From an optimization exercise on the open Yosys and OpenROAD flow, aimed at small area and a short achievable clock period; shortcuts taken in it are not production practice. At most, simulation tests tie the RTL to the original design; equivalence was not proved. No activity file was given, so power comes from the tool's default toggle rates.

==> 10-27 <==
Design FloatingPoint_Multiplier_Complete, start of the top module:
module FloatingPoint_Multiplier_Complete (
    input wire         clk,
    input wire         rst,
    input  wire [15:0] a,
    input  wire [15:0] b,
    output reg  [15:0] result,
    output reg         overflow,
    output reg         underflow
);
    wire es_g0 = a[10] & b[10];
    wire es_p0 = a[10] ^ b[10];
    wire es_g1 = a[11] & b[11];
    wire es_p1 = a[11] ^ b[11];
    wire es_g2 = a[12] & b[12];
    wire es_p2 = a[12] ^ b[12];
    wire es_g3 = a[13] & b[13];
    wire es_p3 = a[13] ^ b[13];
    wire es_g4 = a[14] & b[14];
    wire es_p4 = a[14] ^ b[14];
    wire es_G0_1 = es_g1 | (es_p1 & es_g0);
    wire es_P0_1 = es_p1 & es_p0;
    wire es_G0_2 = es_g2 | (es_p2 & es_g1);
    wire es_P0_2 = es_p2 & es_p1;
    wire es_G0_3 = es_g3 | (es_p3 & es_g2);
    wire es_P0_3 = es_p3 & es_p2;
    wire es_G0_4 = es_g4 | (es_p4 & es_g3);
    wire es_P0_4 = es_p4 & es_p3;
    wire es_G1_2 = es_G0_2 | (es_P0_2 & es_g0);
    wire es_P1_2 = es_P0_2 & es_p0;
    wire es_G1_3 = es_G0_3 | (es_P0_3 & es_G0_1);
    wire es_P1_3 = es_P0_3 & es_P0_1;
    wire es_G1_4 = es_G0_4 | (es_P0_4 & es_G0_2);
    wire es_P1_4 = es_P0_4 & es_P0_2;
    wire es_G2_4 = es_G1_4 | (es_P1_4 & es_g0);
    wire es_P2_4 = es_P1_4 & es_p0;
    wire es_s1 = es_p1 ^ es_g0;
    wire es_s2 = es_p2 ^ es_G0_1;
    wire es_s3 = es_p3 ^ es_G1_2;
    wire es_s4 = es_p4 ^ es_G1_3;
    reg        r1_sign, r1_ha;
    reg  [5:0] r1_es;    
    reg  [9:0] r1_ma;
    reg  [5:0] r1_one, r1_two;    
    reg  [4:0] r1_neg;
    wire [12:0] yb = {2'b00, b[14:10] != 5'd0, b[9:0]};
    always @(posedge clk) begin
        r1_sign <= a[15] ^ b[15];
  ...
export LEC_CHECK = 0
export ABC_CLOCK_PERIOD_IN_PS = 2500
export CAP_MARGIN = 20
export CORE_MARGIN = 2
export CORE_UTILIZATION = 55
export CTS_BUF_LIST = sky130_fd_sc_hd__clkbuf_8
export SETUP_SLACK_MARGIN = 4.5
export SLEW_MARGIN = 20
create_clock -name core_clock -period 7.5 [get_ports {clk}]
standard.sh (not shown) runs the stock make flow with config.mk's settings and CLKGATE_MAP_FILE= SYNTH_SCRIPT=/design/flow/synth_recipe.tcl, a recipe that flattens the netlist after the stock synthesis.
==> flow/flow/run.sh <==
#!/bin/bash
# Own layout flow: the standard flow (standard.sh) with two changes:
#  - synthesis runs Yosys's synth without its generic "abc -fast" pass
#    (-noabc), so the full adders written in the RTL reach extract_fa as
#    written instead of being remapped first; everything else in
#    synth_recipe.tcl (flatten, renames, registers) is unchanged;
#  - port buffers use the buffer cell named in flow/ports.txt.
# Each tool's output is in the ORFS logs under orfs/logs; make's own output
# goes to flow.log here.
set -euo pipefail
here=$(pwd)
first=$(head -n 1 synth_recipe.tcl)
if [[ "$first" != 'proc synth {args} { yosys synth -nofsm -noshare {*}$args }' ]]; then
  echo "unexpected first line of synth_recipe.tcl: $first" >&2
  exit 1
fi
{ echo 'proc synth {args} { yosys synth -nofsm -noshare -noabc {*}$args }'; tail -n +2 synth_recipe.tcl; } > own_synth.tcl
buf=$(tr -d ' \n' < flow/ports.txt)
sed -e "s#SYNTH_SCRIPT=[^ ]*#SYNTH_SCRIPT=$here/own_synth.tcl 'BUFFER_PORTS_ARGS=-buffer_cell $buf'#" standard.sh > own_standard.sh
grep -q own_synth.tcl own_standard.sh
bash own_standard.sh > flow.log 2>&1
==> flow/flow/ports.txt <==
sky130_fd_sc_hd__buf_1
==> 12-28 (differences from 10-27) <==
- CORE_UTILIZATION: 55 -> 70
- SETUP_SLACK_MARGIN: 4.5 -> 4.0
==> run_summary.xml <==
<?xml version="1.0" encoding="UTF-8"?>
<metrics>
  <group name="route">
    <metric name="wl_per_cell" unit="um">16.6</metric>
    <metric name="routed_via_density" unit="">6.04</metric>
  </group>
  <group name="clock_tree">
    <metric name="cts.clk_slew.worst_paths" unit="ps">100</metric>
    <metric name="cts_repair_resize_count" unit="">1</metric>
  </group>
  <group name="run_status">
    <metric name="status" unit="">complete, no violations</metric>
  </group>
  <group name="layout">
    <metric name="multi_input_area_share" unit="%">62.4</metric>
  </group>
  <group name="placement">
    <metric name="post_place_worst_slack" unit="ps">4010</metric>
  </group>
</metrics>
That was 12-28.
==> run_summary.xml <==
<?xml version="1.0" encoding="UTF-8"?>
<metrics>
  <group name="route">
    <metric name="wl_per_cell" unit="um">16.0</metric>
    <metric name="routed_via_density" unit="">5.56</metric>
  </group>
  <group name="power">
    <metric name="sw_frac_of_total" unit="%">44.8</metric>
    <metric name="power_leakage" unit="nW">3.00</metric>
  </group>
  <group name="clock_tree">
    <metric name="cts_repair_resize_count" unit="">12</metric>
    <metric name="cts.clk_slew.worst_paths" unit="ps">90</metric>
  </group>
  <group name="run_status">
    <metric name="status" unit="">complete, no violations</metric>
  </group>
  <group name="layout">
    <metric name="non_clock_buffers" unit="">63</metric>
    <metric name="finalInstanceArea" unit="um2">7260</metric>
    <metric name="multi_input_area_share" unit="%">61.4</metric>
    <metric name="drive_gt1_share" unit="%">11.9</metric>
  </group>
  <group name="grt">
    <metric name="met1_usage_in_global_routing" unit="%">29.1</metric>
  </group>
  <group name="worst_setup_path">
    <metric name="critical_path.slowest_cell" unit="">or4_4</metric>
  </group>
</metrics>
That was 10-27.
No functional check of the RTL was part of any run of this note.

* * *

==> inputs of job 9946 <==
Another version of the RTL of FloatingPoint_Multiplier_Complete (not shown whole).
export LEC_CHECK = 0
export ABC_CLOCK_PERIOD_IN_PS = 2500
export CAP_MARGIN = 20
export CORE_MARGIN = 2
export CORE_UTILIZATION = 40
export SETUP_SLACK_MARGIN = 4.5
export SLEW_MARGIN = 20
create_clock -name core_clock -period 7.5 [get_ports {clk}]
Scripts as last shown in full above: flow/flow/run.sh, flow/flow/ports.txt
==> inputs of job 4137, as changes to job 9946 <==
--- a/flow/design.v
+++ b/flow/design.v
@@ -33,25 +33,24 @@
     wire es_G1_4 = es_G0_4 | (es_P0_4 & es_G0_2);
     wire es_P1_4 = es_P0_4 & es_P0_2;
     wire es_G2_4 = es_G1_4 | (es_P1_4 & es_g0);
     wire es_P2_4 = es_P1_4 & es_p0;
     wire es_s1 = es_p1 ^ es_g0;
     wire es_s2 = es_p2 ^ es_G0_1;
     wire es_s3 = es_p3 ^ es_G1_2;
     wire es_s4 = es_p4 ^ es_G1_3;
-    reg        r1_sign, r1_zero, r1_ha;
+    reg        r1_sign, r1_ha;
     reg  [5:0] r1_es;    
     reg  [9:0] r1_ma;
     reg        r1_hb;
     reg  [9:0] r1_mb;
     always @(posedge clk) begin
         r1_sign <= a[15] ^ b[15];
-        r1_zero <= (a[14:0] == 15'd0) | (b[14:0] == 15'd0);
-        r1_es   <= {es_G2_4, es_s4, es_s3, es_s2, es_s1, es_p0};
+        r1_es   <= ((a[14:0] == 15'd0) | (b[14:0] == 15'd0)) ? 6'h3f : {es_G2_4, es_s4, es_s3, es_s2, es_s1, es_p0};
         r1_ha   <= a[14:10] != 5'd0;
         r1_ma   <= a[9:0];
         r1_hb   <= b[14:10] != 5'd0;
         r1_mb   <= b[9:0];
     end
     wire [10:0] mx = {r1_ha, r1_ma};
     wire [10:0] my = {r1_hb, r1_mb};
     wire pp0_0 = mx[0] & my[0], pp0_1 = mx[0] & my[1], pp0_2 = mx[0] & my[2], pp0_3 = mx[0] & my[3], pp0_4 = mx[0] & my[4], pp0_5 = mx[0] & my[5], pp0_6 = mx[0] & my[6], pp0_7 = mx[0] & my[7], pp0_8 = mx[0] & my[8], pp0_9 = mx[0] & my[9], pp0_10 = mx[0] & my[10];
@@ -308,25 +307,23 @@
     wire zq5 = ~((fc64 ^ fs65) ^ (fc63 | fs64));
     wire zq6 = ~((fc65 ^ fs66) ^ (fc64 | fs65));
     wire zq7 = ~((fc66 ^ fs67) ^ (fc65 | fs66));
     wire zq8 = ~((fc67 ^ fs68) ^ (fc66 | fs67));
     wire zq9 = ~((fc68 ^ fs69) ^ (fc67 | fs68));
     wire zr1 = ~((pp0_1 ^ pp1_0) ^ 1'b0);
     wire z08 = zq0 & zq1 & zq2 & zq3 & zq4 & zq5 & zq6 & zq7 & zq8;    
     wire z19 = zr1 & zq2 & zq3 & zq4 & zq5 & zq6 & zq7 & zq8 & zq9;    
-    wire [6:0] e2 = {1'b0, r1_es} - 7'd15;    
     reg [20:8] r2_a;
     reg [20:8] r2_b;
     reg        r2_cin;
     reg        r2_z0;
     reg        r2_z1;
     reg        r2_sign;
-    reg        r2_zero;
-    reg  [6:0] r2_e;
+    reg  [5:0] r2_es;
     always @(posedge clk) begin
         r2_cin <= lo_G2_7;
         r2_z0 <= z08;
         r2_z1 <= z19;
         r2_a[8] <= fc67;
         r2_b[8] <= fs68;
         r2_a[9] <= fc68;
         r2_b[9] <= fs69;
@@ -348,18 +345,17 @@
         r2_b[17] <= fs77;
         r2_a[18] <= fs78;
         r2_b[18] <= fc77;
         r2_a[19] <= fs79;
         r2_b[19] <= fc78;
         r2_a[20] <= pp10_10;
         r2_b[20] <= fc79;
         r2_sign <= r1_sign;
-        r2_zero <= r1_zero;
-        r2_e <= e2;
+        r2_es <= r1_es;
     end
     wire hi_g0 = r2_a[8] & r2_b[8];
     wire hi_p0 = r2_a[8] ^ r2_b[8];
     wire hi_g1 = r2_a[9] & r2_b[9];
     wire hi_p1 = r2_a[9] ^ r2_b[9];
     wire hi_g2 = r2_a[10] & r2_b[10];
     wire hi_p2 = r2_a[10] ^ r2_b[10];
     wire hi_g3 = r2_a[11] & r2_b[11];
@@ -566,22 +562,23 @@
     wire r1_5 = hi_s8 ^ r1_a2_5;
     wire r1_6 = hi_s9 ^ r1_a2_6;
     wire r1_7 = hi_s10 ^ r1_a2_7;
     wire r1_8 = hi_s11 ^ r1_a3_8;
     wire r1_9 = hi_s12 ^ r1_a3_9;
     wire [9:0] mant0 = {r0_9, r0_8, r0_7, r0_6, r0_5, r0_4, r0_3, r0_2, r0_1, r0_0} & ~{9'd0, tie0};
     wire [9:0] mant1 = {r1_9, r1_8, r1_7, r1_6, r1_5, r1_4, r1_3, r1_2, r1_1, r1_0} & ~{9'd0, tie1};
     wire [9:0] mant  = r0_top ? mant1 : mant0;
-    wire       ovf0 = ~r2_e[6] & (r2_e[5:0] >= 6'd31);
-    wire       ovf1 = ~r2_e[6] & (r2_e[5:0] >= 6'd30);
-    wire       unf0 = r2_e[6] | (r2_e[5:0] == 6'd0);
-    wire       unf1 = r2_e[6];
-    wire [4:0] ef0  = r2_e[4:0];
-    wire [4:0] ef1  = r2_e[4:0] + 5'd1;
+    wire       r2_zero = &r2_es;
+    wire       ovf0 = r2_es >= 6'd46;
+    wire       ovf1 = r2_es >= 6'd45;
+    wire       unf0 = r2_es <= 6'd15;
+    wire       unf1 = r2_es <= 6'd14;
+    wire [4:0] ef0  = r2_es[4:0] + 5'd17;
+    wire [4:0] ef1  = r2_es[4:0] + 5'd18;
     wire       ovf  = r0_top ? ovf1 : ovf0;
     wire       unf  = r0_top ? unf1 : unf0;
     wire [4:0] ef   = r0_top ? ef1 : ef0;
     reg        r3_nz, r3_ovf, r3_unf;    
     reg [15:0] r3_val;
     always @(posedge clk or posedge rst) begin
         if (rst) begin
             r3_nz  <= 1'b0;
--- a/flow/config.mk
+++ b/flow/config.mk
@@ -4,10 +4,10 @@
 export VERILOG_FILES = /design/flow/design.v
 export SDC_FILE = /design/flow/constraint.sdc
 export NUM_CORES = 4
 export LEC_CHECK = 0
 export ABC_CLOCK_PERIOD_IN_PS = 2500
 export CAP_MARGIN = 20
 export CORE_MARGIN = 2
 export CORE_UTILIZATION = 40
-export SETUP_SLACK_MARGIN = 4.5
+export SETUP_SLACK_MARGIN = 0
 export SLEW_MARGIN = 20
==> run notes <==
metric	job 4137	job 9946
Global-route track usage on met2	27.61%	28.01%
Syn_nets	793	800
CP Data Required Time	7.76 ns	7.73 ns
Initial cell density of the core	41.18%	40.47%
Combinational Power Share	58.9%	65.4%
Multiplexer area fraction after synthesis	0.7786%	0.4539%
Clock network fraction of design power	16.8%	13.7%
Sequential cell area fraction in the yosys report	26.97%	27.76%
Delay of the slowest critical-path stage	0.52 ns	0.59 ns
Fin Hold WS	0.3264 ns	0.3322 ns
Post-Synthesis Cell Area	6589 um2	6616 um2
Status	finished clean	finished clean
Die W	132.3 um	132.6 um
Resize count post-CTS	0	56
Most common cell on crit path	sky130_fd_sc_hd__fa_1	sky130_fd_sc_hd__fa_2
Die area	17520 um2	17590 um2
R2R cell count	11	7
Max Clock Skew	0.006323 ns	0.007897 ns
Reported leakage power	3.156 nW	3.331 nW
XOR/XNOR share of the synthesized area	4.652%	6.070%
Worst vdd ir	0.1724 mV	0.2278 mV
Total via count in the routed design	4353	4561
Mean number of vias per cell	4.935	4.904
For job 9946, only the layout was checked, not whether the RTL still works.

* * *

==> inputs of job 8851 <==
FloatingPoint_Multiplier_Complete, a different RTL version from the one above (not shown whole).
Settings: LEC_CHECK=0, ABC_CLOCK_PERIOD_IN_PS=2500, CAP_MARGIN=20, CORE_MARGIN=2, CORE_UTILIZATION=40, SLEW_MARGIN=20; clock period 7.5 ns.
run.sh (not shown) runs the stock make flow with config.mk's settings and CLKGATE_MAP_FILE= SYNTH_SCRIPT=/design/flow/synth_recipe.tcl, a recipe that flattens the netlist after the stock synthesis.
Stock flow here: none of the scripts above is used.
==> inputs of job 7614, as changes to job 8851 <==
==> flow/flow/run.sh (new file) <==
#!/bin/bash
# Own layout flow: the standard flow (standard.sh) with two changes:
#  - synthesis runs Yosys's synth without its generic "abc -fast" pass
#    (-noabc), so the full adders written in the RTL reach extract_fa as
#    written instead of being remapped first; everything else in
#    synth_recipe.tcl (flatten, renames, registers) is unchanged;
#  - port buffers use the buffer cell named in flow/ports.txt.
# Each tool's output is in the ORFS logs under orfs/logs; make's own output
# goes to flow.log here.
set -euo pipefail
here=$(pwd)
first=$(head -n 1 synth_recipe.tcl)
if [[ "$first" != 'proc synth {args} { yosys synth -nofsm -noshare {*}$args }' ]]; then
  echo "unexpected first line of synth_recipe.tcl: $first" >&2
  exit 1
fi
{ echo 'proc synth {args} { yosys synth -nofsm -noshare -noabc {*}$args }'; tail -n +2 synth_recipe.tcl; } > own_synth.tcl
buf=$(tr -d ' \n' < flow/ports.txt)
sed -e "s#SYNTH_SCRIPT=[^ ]*#SYNTH_SCRIPT=$here/own_synth.tcl 'BUFFER_PORTS_ARGS=-buffer_cell $buf'#" standard.sh > own_standard.sh
grep -q own_synth.tcl own_standard.sh
bash own_standard.sh > flow.log 2>&1
==> flow/flow/ports.txt (new file) <==
sky130_fd_sc_hd__buf_1
==> flow/standard.sh (new file) <==
#!/bin/bash
# synth_recipe.tcl (not shown) runs the flow's synth.tcl, then flattens the netlist and writes it again
# the make line also repeats each setting of config.mk as NAME=value (left out here)
make -C /OpenROAD-flow-scripts/flow DESIGN_CONFIG=/design/flow/config.mk WORK_HOME=/design/flow/orfs CLKGATE_MAP_FILE= SYNTH_SCRIPT=/design/flow/synth_recipe.tcl "${@:-finish}"
- SETUP_SLACK_MARGIN: default -> 4.5
removed: flow/run.sh
==> inputs of job 3741, as changes to job 8851 <==
- SETUP_SLACK_MARGIN: default -> 4.5
==> inputs of job 8945, as changes to job 8851 <==
--- a/flow/design.v
+++ b/flow/design.v
@@ -33,26 +33,28 @@
     wire es_G1_4 = es_G0_4 | (es_P0_4 & es_G0_2);
     wire es_P1_4 = es_P0_4 & es_P0_2;
     wire es_G2_4 = es_G1_4 | (es_P1_4 & es_g0);
     wire es_P2_4 = es_P1_4 & es_p0;
     wire es_s1 = es_p1 ^ es_g0;
     wire es_s2 = es_p2 ^ es_G0_1;
     wire es_s3 = es_p3 ^ es_G1_2;
     wire es_s4 = es_p4 ^ es_G1_3;
-    reg        r1_sign, r1_zero, r1_ha, r1_hb;
+    reg        r1_sign, r1_zero, r1_ha;
     reg  [5:0] r1_es;    
-    reg  [9:0] r1_ma, r1_mb;
+    reg  [9:0] r1_ma;
+    reg        r1_hb;
+    reg  [9:0] r1_mb;
     always @(posedge clk) begin
         r1_sign <= a[15] ^ b[15];
         r1_zero <= (a[14:0] == 15'd0) | (b[14:0] == 15'd0);
         r1_es   <= {es_G2_4, es_s4, es_s3, es_s2, es_s1, es_p0};
         r1_ha   <= a[14:10] != 5'd0;
-        r1_hb   <= b[14:10] != 5'd0;
         r1_ma   <= a[9:0];
+        r1_hb   <= b[14:10] != 5'd0;
         r1_mb   <= b[9:0];
     end
     wire [10:0] mx = {r1_ha, r1_ma};
     wire [10:0] my = {r1_hb, r1_mb};
     wire pp0_0 = mx[0] & my[0], pp0_1 = mx[0] & my[1], pp0_2 = mx[0] & my[2], pp0_3 = mx[0] & my[3], pp0_4 = mx[0] & my[4], pp0_5 = mx[0] & my[5], pp0_6 = mx[0] & my[6], pp0_7 = mx[0] & my[7], pp0_8 = mx[0] & my[8], pp0_9 = mx[0] & my[9], pp0_10 = mx[0] & my[10];
     wire pp1_0 = mx[1] & my[0], pp1_1 = mx[1] & my[1], pp1_2 = mx[1] & my[2], pp1_3 = mx[1] & my[3], pp1_4 = mx[1] & my[4], pp1_5 = mx[1] & my[5], pp1_6 = mx[1] & my[6], pp1_7 = mx[1] & my[7], pp1_8 = mx[1] & my[8], pp1_9 = mx[1] & my[9], pp1_10 = mx[1] & my[10];
     wire pp2_0 = mx[2] & my[0], pp2_1 = mx[2] & my[1], pp2_2 = mx[2] & my[2], pp2_3 = mx[2] & my[3], pp2_4 = mx[2] & my[4], pp2_5 = mx[2] & my[5], pp2_6 = mx[2] & my[6], pp2_7 = mx[2] & my[7], pp2_8 = mx[2] & my[8], pp2_9 = mx[2] & my[9], pp2_10 = mx[2] & my[10];
     wire pp3_0 = mx[3] & my[0], pp3_1 = mx[3] & my[1], pp3_2 = mx[3] & my[2], pp3_3 = mx[3] & my[3], pp3_4 = mx[3] & my[4], pp3_5 = mx[3] & my[5], pp3_6 = mx[3] & my[6], pp3_7 = mx[3] & my[7], pp3_8 = mx[3] & my[8], pp3_9 = mx[3] & my[9], pp3_10 = mx[3] & my[10];
@@ -293,29 +295,42 @@
     wire lo_P2_7 = lo_P1_7 & lo_P1_3;
     wire lo_s2 = lo_p2 ^ lo_G0_1;
     wire lo_s3 = lo_p3 ^ lo_G1_2;
     wire lo_s4 = lo_p4 ^ lo_G1_3;
     wire lo_s5 = lo_p5 ^ lo_G2_4;
     wire lo_s6 = lo_p6 ^ lo_G2_5;
     wire lo_s7 = lo_p7 ^ lo_G2_6;
     wire [7:0] nlo = {lo_s7, lo_s6, lo_s5, lo_s4, lo_s3, lo_s2, lo_p1, pp0_0};
+    wire zq0 = ~pp0_0;
+    wire zq1 = ~((pp0_1 ^ pp1_0) ^ pp0_0);
+    wire zq2 = ~((pp2_0 ^ hs9) ^ (pp0_1 | pp1_0));
+    wire zq3 = ~((hc9 ^ fs63) ^ (pp2_0 | hs9));
+    wire zq4 = ~((fc63 ^ fs64) ^ (hc9 | fs63));
+    wire zq5 = ~((fc64 ^ fs65) ^ (fc63 | fs64));
+    wire zq6 = ~((fc65 ^ fs66) ^ (fc64 | fs65));
+    wire zq7 = ~((fc66 ^ fs67) ^ (fc65 | fs66));
+    wire zq8 = ~((fc67 ^ fs68) ^ (fc66 | fs67));
+    wire zq9 = ~((fc68 ^ fs69) ^ (fc67 | fs68));
+    wire zr1 = ~((pp0_1 ^ pp1_0) ^ 1'b0);
+    wire z08 = zq0 & zq1 & zq2 & zq3 & zq4 & zq5 & zq6 & zq7 & zq8;    
+    wire z19 = zr1 & zq2 & zq3 & zq4 & zq5 & zq6 & zq7 & zq8 & zq9;    
     wire [6:0] e2 = {1'b0, r1_es} - 7'd15;    
     reg [20:8] r2_a;
     reg [20:8] r2_b;
     reg        r2_cin;
     reg        r2_z0;
     reg        r2_z1;
     reg        r2_sign;
     reg        r2_zero;
     reg  [6:0] r2_e;
     always @(posedge clk) begin
         r2_cin <= lo_G2_7;
-        r2_z0 <= ~|nlo[7:0];
-        r2_z1 <= ~|nlo[7:1];
+        r2_z0 <= z08;
+        r2_z1 <= z19;
         r2_a[8] <= fc67;
         r2_b[8] <= fs68;
         r2_a[9] <= fc68;
         r2_b[9] <= fs69;
         r2_a[10] <= fc69;
         r2_b[10] <= fs70;
         r2_a[11] <= fc70;
         r2_b[11] <= fs71;
@@ -444,18 +459,18 @@
     wire hi_s5 = hi_p5 ^ hi_G2_5;
     wire hi_s6 = hi_p6 ^ hi_G2_6;
     wire hi_s7 = hi_p7 ^ hi_G2_7;
     wire hi_s8 = hi_p8 ^ hi_G3_8;
     wire hi_s9 = hi_p9 ^ hi_G3_9;
     wire hi_s10 = hi_p10 ^ hi_G3_10;
     wire hi_s11 = hi_p11 ^ hi_G3_11;
     wire hi_s12 = hi_p12 ^ hi_G3_12;
-    wire tie0 = hi_s1 & r2_z0 & ~hi_s0;
-    wire tie1 = hi_s2 & r2_z1 & ~hi_s0 & ~hi_s1;
+    wire tie0 = hi_s1 & r2_z0;
+    wire tie1 = hi_s2 & r2_z1;
     wire r0_a0_1 = hi_s2 & hi_s1;
     wire r0_a0_2 = hi_s3 & hi_s2;
     wire r0_a0_3 = hi_s4 & hi_s3;
     wire r0_a0_4 = hi_s5 & hi_s4;
     wire r0_a0_5 = hi_s6 & hi_s5;
     wire r0_a0_6 = hi_s7 & hi_s6;
     wire r0_a0_7 = hi_s8 & hi_s7;
     wire r0_a0_8 = hi_s9 & hi_s8;
==> flow/flow/run.sh (new file) <==
#!/bin/bash
# Own layout flow: the standard flow (standard.sh) with two changes:
#  - synthesis runs Yosys's synth without its generic "abc -fast" pass
#    (-noabc), so the full adders written in the RTL reach extract_fa as
#    written instead of being remapped first; everything else in
#    synth_recipe.tcl (flatten, renames, registers) is unchanged;
#  - port buffers use the buffer cell named in flow/ports.txt.
# Each tool's output is in the ORFS logs under orfs/logs; make's own output
# goes to flow.log here.
set -euo pipefail
here=$(pwd)
first=$(head -n 1 synth_recipe.tcl)
if [[ "$first" != 'proc synth {args} { yosys synth -nofsm -noshare {*}$args }' ]]; then
  echo "unexpected first line of synth_recipe.tcl: $first" >&2
  exit 1
fi
{ echo 'proc synth {args} { yosys synth -nofsm -noshare -noabc {*}$args }'; tail -n +2 synth_recipe.tcl; } > own_synth.tcl
buf=$(tr -d ' \n' < flow/ports.txt)
sed -e "s#SYNTH_SCRIPT=[^ ]*#SYNTH_SCRIPT=$here/own_synth.tcl 'BUFFER_PORTS_ARGS=-buffer_cell $buf'#" standard.sh > own_standard.sh
grep -q own_synth.tcl own_standard.sh
bash own_standard.sh > flow.log 2>&1
==> flow/flow/ports.txt (new file) <==
sky130_fd_sc_hd__buf_1
==> flow/standard.sh (new file) <==
#!/bin/bash
# synth_recipe.tcl (not shown) runs the flow's synth.tcl, then flattens the netlist and writes it again
# the make line also repeats each setting of config.mk as NAME=value (left out here)
make -C /OpenROAD-flow-scripts/flow DESIGN_CONFIG=/design/flow/config.mk WORK_HOME=/design/flow/orfs CLKGATE_MAP_FILE= SYNTH_SCRIPT=/design/flow/synth_recipe.tcl "${@:-finish}"
- SETUP_SLACK_MARGIN: default -> 4.5
removed: flow/run.sh
==> run notes <==
Die X = 135 µm
Slew @ Worst Pin = 0.941 ns
clock network power = 0.466 mW
Total GRT Usage = 16.9%
switching portion of total power = 46.1%
Seq power = 0.661 mW
Comb power = 1.90 mW
clk cell area share = 3.99%
status = no timing/DRC/antenna violations
switching power = 1.40 mW
The numbers above come from job 8851.

==> run notes <==
Total GRT Usage = 17.1%
switching portion of total power = 43.9%
status = no timing/DRC/antenna violations
Comb power = 2.09 mW
Die X = 134 µm
Seq power = 0.657 mW
The numbers above come from job 8945.

==> run notes <==
status = no timing/DRC/antenna violations
switching power = 1.77 mW
switching portion of total power = 46.4%
clock network power = 0.418 mW
Total GRT Usage = 19.4%
clk cell area share = 3.02%
Seq power = 0.660 mW
Comb power = 2.73 mW
Slew @ Worst Pin = 0.675 ns
The numbers above come from job 3741.

==> run notes <==
Comb power = 2.10 mW
Die X = 131 µm
switching power = 1.39 mW
clock network power = 0.487 mW
status = no timing/DRC/antenna violations
Seq power = 0.676 mW
Total GRT Usage = 19.0%
clk cell area share = 3.99%
The numbers above come from job 7614.

For job 8945, only the layout was checked, not whether the RTL still works.

## separate check: timing with driven ports
The results above use ideal ports. As a check the final layouts listed here were re-extracted and re-timed, cells and wires unchanged.
Step 1, drivers: a clkbuf_16 drives clk and a buf_2 each remaining input, both assumed.
Step 2, shift: input delay + t, output delay - t, t = (earliest + latest rising clock arrival at the registers) / 2. This alone moves slack from input paths to output paths.
Slacks: ideal / step 1 / step 2; pairs: ideal / step 1.
| run | t (ns) | setup slack, ns | worst register clock-pin slew, ns | worst data-port slew with drivers (ns) |
|---|---|---|---|---|
| 10-27 | 0.414 | 4.478 / 4.478 / 4.478 | 0.10 / 0.10 | 0.04 |
| 12-28 | 0.402 | 4.180 / 4.180 / 4.180 | 0.11 / 0.11 | 0.03 |
| job 9946 | 0.384 | 4.312 / 4.312 / 4.312 | 0.07 / 0.07 | 0.03 |
| job 4137 | 0.381 | 4.024 / 4.024 / 4.024 | 0.06 / 0.06 | 0.03 |
| job 8851 | 0.382 | 3.407 / 3.407 / 3.407 | 0.07 / 0.07 | 0.04 |
| job 7614 | 0.389 | 4.423 / 4.423 / 4.423 | 0.07 / 0.07 | 0.03 |
| job 3741 | 0.393 | 4.262 / 4.262 / 4.262 | 0.07 / 0.07 | 0.04 |
| job 8945 | 0.378 | 4.331 / 4.331 / 4.331 | 0.06 / 0.06 | 0.04 |
After both steps setup and hold are still met in every run listed.
